Background: an optimization exercise with open tools, aiming at small area. Do not read the settings as production practice.
Function was checked by simulation only, so behaviour that the tests miss may differ from the original.
Power figures rest on the tool's default switching activity, not on a simulated workload.

==> flow/design.v <==
`timescale 1ns / 1ns
module hold_cell (
    input  wire ld,
    input  wire d,
    input  wire keep,
    input  wire q,
    output wire y
);
  assign y = (ld & d) | (keep & q);
endmodule
module aoi222_cell (
    input  wire a0,
    input  wire s0,
    input  wire a1,
    input  wire s1,
    input  wire a2,
    input  wire s2,
    output wire y
);
  assign y = ~((a0 & s0) | (a1 & s1) | (a2 & s2));
endmodule
module nand2_cell (
    input  wire a,
    input  wire b,
    output wire y
);
  assign y = ~(a & b);
endmodule
module nand3_cell (
    input  wire a,
    input  wire b,
    input  wire c,
    output wire y
);
  assign y = ~(a & b & c);
endmodule
module nand4_cell (
    input  wire a,
    input  wire b,
    input  wire c,
    input  wire d,
    output wire y
);
  assign y = ~(a & b & c & d);
endmodule
module sel32 (
    input  wire [31:0] d,
    input  wire [31:0] s,
    output wire [2:0]  y
);
  wire [10:0] t;
  genvar g;
  generate
    for (g = 0; g < 10; g = g + 1) begin : g_a
      aoi222_cell u (
          .a0(d[3*g]), .s0(s[3*g]), .a1(d[3*g+1]), .s1(s[3*g+1]),
          .a2(d[3*g+2]), .s2(s[3*g+2]), .y(t[g]));
    end
  endgenerate
  nand2_cell u_n30 (.a(d[30]), .b(s[30]), .y(t[10]));
  wire t31;
  nand2_cell u_n31 (.a(d[31]), .b(s[31]), .y(t31));
  nand4_cell u_o0 (.a(t[0]), .b(t[1]), .c(t[2]), .d(t[3]), .y(y[0]));
  nand4_cell u_o1 (.a(t[4]), .b(t[5]), .c(t[6]), .d(t[7]), .y(y[1]));
  nand4_cell u_o2 (.a(t[8]), .b(t[9]), .c(t[10]), .d(t31), .y(y[2]));
endmodule
module and3_cell (
    input  wire a,
    input  wire b,
    input  wire c,
    output wire y
);
  assign y = a & b & c;
endmodule
module sel16 (
    input  wire [15:0] d,
    input  wire [15:0] s,
    output wire        y
);
  wire [5:0] t;
  genvar g;
  generate
    for (g = 0; g < 5; g = g + 1) begin : g_a
      aoi222_cell u (
          .a0(d[3*g]), .s0(s[3*g]), .a1(d[3*g+1]), .s1(s[3*g+1]),
          .a2(d[3*g+2]), .s2(s[3*g+2]), .y(t[g]));
    end
  endgenerate
  nand2_cell u_n15 (.a(d[15]), .b(s[15]), .y(t[5]));
  wire u;
  and3_cell u_a (.a(t[0]), .b(t[1]), .c(t[2]), .y(u));
  nand4_cell u_o (.a(t[3]), .b(t[4]), .c(t[5]), .d(u), .y(y));
endmodule
module ha_cell (
    input  wire a,
    input  wire b,
    output wire p,
    output wire g
);
  assign p = a ^ b;
  assign g = a & b;
endmodule
module ao21_cell (
    input  wire a,
    input  wire b,
    input  wire c,
    output wire y
);
  assign y = (a & b) | c;
endmodule
module xnor2_cell (
    input  wire a,
    input  wire b,
    output wire y
);
  assign y = ~(a ^ b);
endmodule
module alu_bit (
    input  wire p,
    input  wire g,
    input  wire c,
    input  wire s_c,
    input  wire s_p,
    input  wire s_g,
    output wire y
);
  wire nk;
  aoi222_cell u_k (.a0(c), .s0(s_c), .a1(p), .s1(s_p), .a2(g), .s2(s_g), .y(nk));
  xnor2_cell u_x (.a(p), .b(nk), .y(y));
endmodule
module alu4 (
    input  wire [3:0] a,
    input  wire [3:0] b,
    input  wire       ci,
    input  wire       s_c,
    input  wire       s_p,
    input  wire       s_g,
    output wire [3:0] y,
    output wire       gg,
    output wire       pp
);
  wire [3:0] p, g;
  genvar i;
  generate
    for (i = 0; i < 4; i = i + 1) begin : g_h
      ha_cell u (.a(a[i]), .b(b[i]), .p(p[i]), .g(g[i]));
    end
  endgenerate
  wire g1, g2;
  ao21_cell u_g1 (.a(p[1]), .b(g[0]), .c(g[1]), .y(g1));
  ao21_cell u_g2 (.a(p[2]), .b(g1), .c(g[2]), .y(g2));
  ao21_cell u_g3 (.a(p[3]), .b(g2), .c(g[3]), .y(gg));
  assign pp = &p;
  wire [3:0] c;
  assign c[0] = ci;
  ao21_cell u_c1 (.a(p[0]), .b(c[0]), .c(g[0]), .y(c[1]));
  ao21_cell u_c2 (.a(p[1]), .b(c[1]), .c(g[1]), .y(c[2]));
  ao21_cell u_c3 (.a(p[2]), .b(c[2]), .c(g[2]), .y(c[3]));
  generate
    for (i = 0; i < 4; i = i + 1) begin : g_o
      alu_bit u (.p(p[i]), .g(g[i]), .c(c[i]), .s_c(s_c), .s_p(s_p), .s_g(s_g), .y(y[i]));
    end
  endgenerate
endmodule
module alu32 (
    input  wire [31:0] a,
    input  wire [31:0] b,
    input  wire        ci,
    input  wire        s_c,
    input  wire        s_p,
    input  wire        s_g,
    output wire [31:0] y
);
  wire [8:0] c;
  assign c[0] = ci;
  genvar k;
  generate
    for (k = 0; k < 8; k = k + 1) begin : g_s
      wire gg, pp;
      alu4 u (.a(a[4*k+:4]), .b(b[4*k+:4]), .ci(c[k]), .s_c(s_c), .s_p(s_p), .s_g(s_g),
              .y(y[4*k+:4]), .gg(gg), .pp(pp));
      ao21_cell u_c (.a(pp), .b(c[k]), .c(gg), .y(c[k+1]));
    end
  endgenerate
endmodule
module ao222_cell (
    input  wire a0,
    input  wire s0,
    input  wire a1,
    input  wire s1,
    input  wire a2,
    input  wire s2,
    output wire y
);
  wire ny;
  aoi222_cell u (.a0(a0), .s0(s0), .a1(a1), .s1(s1), .a2(a2), .s2(s2), .y(ny));
  assign y = ~ny;
endmodule
`timescale 1ns / 1ns
`default_nettype none
module top_module (
    input wire clk,
    input wire reset,
    output wire [31:0] mem_pc,
    input wire [31:0] inst
);
  wire [3:0] cond = inst[31:28];
  wire [1:0] op = inst[27:26];
  wire [5:0] funct = inst[25:20];
  wire [3:0] rn = inst[19:16];
  wire [3:0] rd = inst[15:12];
  wire [3:0] rm = inst[3:0];
  reg [31:0] pc;
  reg [31:0] regs[0:14];
  reg [31:0] mem[0:31];
  assign mem_pc = pc;
  reg ex;
  always @(*) begin
    case (cond)
      4'b0001, 4'b0011, 4'b0101, 4'b0111, 4'b1001, 4'b1010, 4'b1100, 4'b1110: ex = 1'b1;
      default: ex = 1'b0;
    endcase
  end
  wire [28:0] pc_hi_inc = pc[31:3] + 29'd1;
  wire [31:0] pc8 = {pc_hi_inc, pc[2:0]};
  wire [3:0] bsel = op[0] ? rd : rm;
  wire [15:0] sa, sb;
  genvar i, j;
  generate
    for (i = 0; i < 15; i = i + 1) begin : g_sel
      assign sa[i] = !op[1] && rn == i;
      assign sb[i] = bsel == i;
    end
  endgenerate
  assign sa[15] = op[1] || rn == 4'd15;
  assign sb[15] = bsel == 4'd15;
  wire [31:0] ra, rb;
  generate
    for (j = 0; j < 32; j = j + 1) begin : g_rd
      wire [15:0] col;
      for (i = 0; i < 15; i = i + 1) begin : g_c
        assign col[i] = regs[i][j];
      end
      assign col[15] = pc8[j];
      sel16 u_a (.d(col), .s(sa), .y(ra[j]));
      sel16 u_b (.d(col), .s(sb), .y(rb[j]));
    end
  endgenerate
  reg [31:0] imm;
  always @(*) begin
    case (op)
      2'b00:   imm = {{24{inst[7]}}, inst[7:0]};
      2'b01:   imm = {{20{inst[11]}}, inst[11:0]};
      default: imm = {{6{inst[23]}}, inst[23:0], 2'b00};
    endcase
  end
  wire use_rb = op == 2'b00 && !funct[5];
  wire [31:0] b = use_rb ? rb : imm;
  wire is_dp = op == 2'b00;
  wire do_sub = is_dp && funct[4:1] == 4'b0010;
  wire do_and = is_dp && funct[4:1] == 4'b0000;
  wire do_orr = is_dp && funct[4:1] == 4'b1100;
  wire [31:0] alu;
  alu32 u_alu (.a(ra), .b(do_sub ? ~b : b), .ci(do_sub), .s_c(!do_and && !do_orr), .s_p(do_and),
               .s_g(do_and || do_orr), .y(alu));
  wire in_range = alu[31:5] == 27'd0;
  wire [31:0] sm;
  generate
    for (i = 0; i < 32; i = i + 1) begin : g_msel
      assign sm[i] = alu[4:0] == i;
    end
  endgenerate
  wire [31:0] mraw;
  generate
    for (j = 0; j < 32; j = j + 1) begin : g_mrd
      wire [31:0] col;
      for (i = 0; i < 32; i = i + 1) begin : g_c
        assign col[i] = mem[i][j];
      end
      wire [2:0] y;
      sel32 u_m (.d(col), .s(sm), .y(y));
      assign mraw[j] = |y;
    end
  endgenerate
  wire [31:0] wval = op[0] ? (in_range ? mraw : 32'd0) : alu;
  wire is_ldr = op == 2'b01 && funct[0];
  wire is_str = op == 2'b01 && !funct[0];
  wire wr_res = ex && (is_dp || is_ldr);
  wire pc_we = (ex && op == 2'b10) || (wr_res && rd == 4'd15);
  wire reg_we = wr_res && rn != 4'd15 && rd != 4'd15;
  wire mem_we = ex && is_str && in_range;
  wire pc_ld = !reset && pc_we;
  wire pc_inc = !reset && !pc_we;
  wire pc_inc_hi = pc_inc && pc[2];
  wire pc_inc_lo = pc_inc && !pc[2];
  wire [31:0] pc_nx;
  generate
    for (j = 3; j < 32; j = j + 1) begin : g_pc
      ao222_cell u (.a0(wval[j]), .s0(pc_ld), .a1(pc_hi_inc[j-3]), .s1(pc_inc_hi), .a2(pc[j]),
                    .s2(pc_inc_lo), .y(pc_nx[j]));
    end
    for (j = 0; j < 3; j = j + 1) begin : g_pcl
      hold_cell u (.ld(pc_ld), .d(wval[j]), .keep(pc_inc), .q(j == 2 ? !pc[j] : pc[j]), .y(pc_nx[j]));
    end
  endgenerate
  always @(posedge clk) pc <= pc_nx;
  generate
    for (i = 0; i < 15; i = i + 1) begin : g_reg
      wire w = reg_we && rd == i;
      wire ld = !reset && w;
      wire keep = !reset && !w;
      wire [31:0] nx;
      for (j = 0; j < 32; j = j + 1) begin : g_b
        hold_cell u (.ld(ld), .d(wval[j]), .keep(keep), .q(regs[i][j]), .y(nx[j]));
      end
      always @(posedge clk) regs[i] <= nx;
    end
  endgenerate
  generate
    for (i = 0; i < 32; i = i + 1) begin : g_mem
      wire w = mem_we && sm[i];
      wire ld = !reset && w;
      wire keep = !reset && !w;
      wire [31:0] nx;
      for (j = 0; j < 32; j = j + 1) begin : g_b
        hold_cell u (.ld(ld), .d(rb[j]), .keep(keep), .q(mem[i][j]), .y(nx[j]));
      end
      always @(posedge clk) mem[i] <= nx;
    end
  endgenerate
endmodule
`default_nettype wire
clock: 12.0 ns
lec_check: 0
cap_margin: 20
core_margin: 2
core_utilization: 70
cts_buf_list: sky130_fd_sc_hd__clkbuf_8
cts_cluster_diameter: 80
cts_cluster_size: 16
slew_margin: 20
synth_hierarchical: 1
synth_minimum_keep_size: 0
run.sh (not shown) runs the stock make flow with config.mk's settings and CLKGATE_MAP_FILE= SYNTH_SCRIPT=/design/flow/synth_recipe.tcl, a recipe that flattens the netlist after the stock synthesis.
Then changed:
--- a/flow/design.v
+++ b/flow/design.v
@@ -62,22 +62,14 @@
   nand2_cell u_n31 (.a(d[31]), .b(s[31]), .y(t31));
   nand4_cell u_o0 (.a(t[0]), .b(t[1]), .c(t[2]), .d(t[3]), .y(y[0]));
   nand4_cell u_o1 (.a(t[4]), .b(t[5]), .c(t[6]), .d(t[7]), .y(y[1]));
   nand4_cell u_o2 (.a(t[8]), .b(t[9]), .c(t[10]), .d(t31), .y(y[2]));
 endmodule
-module and3_cell (
-    input  wire a,
-    input  wire b,
-    input  wire c,
-    output wire y
-);
-  assign y = a & b & c;
-endmodule
 module sel16 (
     input  wire [15:0] d,
     input  wire [15:0] s,
-    output wire        y
+    output wire [1:0]  y
 );
   wire [5:0] t;
   genvar g;
   generate
     for (g = 0; g < 5; g = g + 1) begin : g_a
@@ -85,13 +77,12 @@
           .a0(d[3*g]), .s0(s[3*g]), .a1(d[3*g+1]), .s1(s[3*g+1]),
           .a2(d[3*g+2]), .s2(s[3*g+2]), .y(t[g]));
     end
   endgenerate
   nand2_cell u_n15 (.a(d[15]), .b(s[15]), .y(t[5]));
-  wire u;
-  and3_cell u_a (.a(t[0]), .b(t[1]), .c(t[2]), .y(u));
-  nand4_cell u_o (.a(t[3]), .b(t[4]), .c(t[5]), .d(u), .y(y));
+  nand3_cell u_o0 (.a(t[0]), .b(t[1]), .c(t[2]), .y(y[0]));
+  nand3_cell u_o1 (.a(t[3]), .b(t[4]), .c(t[5]), .y(y[1]));
 endmodule
 module ha_cell (
     input  wire a,
     input  wire b,
     output wire p,
@@ -240,12 +231,15 @@
       wire [15:0] col;
       for (i = 0; i < 15; i = i + 1) begin : g_c
         assign col[i] = regs[i][j];
       end
       assign col[15] = pc8[j];
-      sel16 u_a (.d(col), .s(sa), .y(ra[j]));
-      sel16 u_b (.d(col), .s(sb), .y(rb[j]));
+      wire [1:0] ya, yb;
+      sel16 u_a (.d(col), .s(sa), .y(ya));
+      sel16 u_b (.d(col), .s(sb), .y(yb));
+      assign ra[j] = |ya;
+      assign rb[j] = |yb;
     end
   endgenerate
   reg [31:0] imm;
   always @(*) begin
     case (op)
What happened: The changed run finished clean. Combinational power came out higher by 11%. Register-to-register slack improved by 310 ps. Setup slack got worse by 190 ps. Final area came out higher by 0.99%. Clock skew came out higher by 7.5 ps. Die area came out higher by 0.31%. Utilization came out higher by 0.65 points. Via count came out lower by 2.0%. Total power came out higher by 1.3%.

[separate check: timing with driven ports]
How much do the figures lean on ideal ports? The routed layouts below were timed once more, with nothing changed but the port constraints. Step 1 sets driving cells, clkbuf_16 on the clock port and buf_2 on the other inputs (assumed; they add their load-dependent delay and slew). Step 2 moves the port delays by t, midway between the first and last clock arrival at a register: inputs arrive t later, outputs are due t later. That takes back most of the time a late clock gives input paths. Three values: ideal, step 1, step 2; two values: the first two.
run	t, ns	setup WS [ns]	hold slack, ns	worst register clock-pin slew, ns	worst data-port slew with drivers (ns)
the first run	0.916	0.976 / 0.907 / -0.009	0.479 / 0.479 / 0.479	0.12 / 0.12	0.14
the second run	0.889	0.782 / 0.799 / -0.090	0.478 / 0.478 / 0.478	0.11 / 0.11	0.11
With both steps, setup timing fails in the first run and the second run, where it was met with ideal ports. For the first run, which loses most, drivers alone change the setup slack by -0.069 ns; drivers and shift together by -0.985 ns.
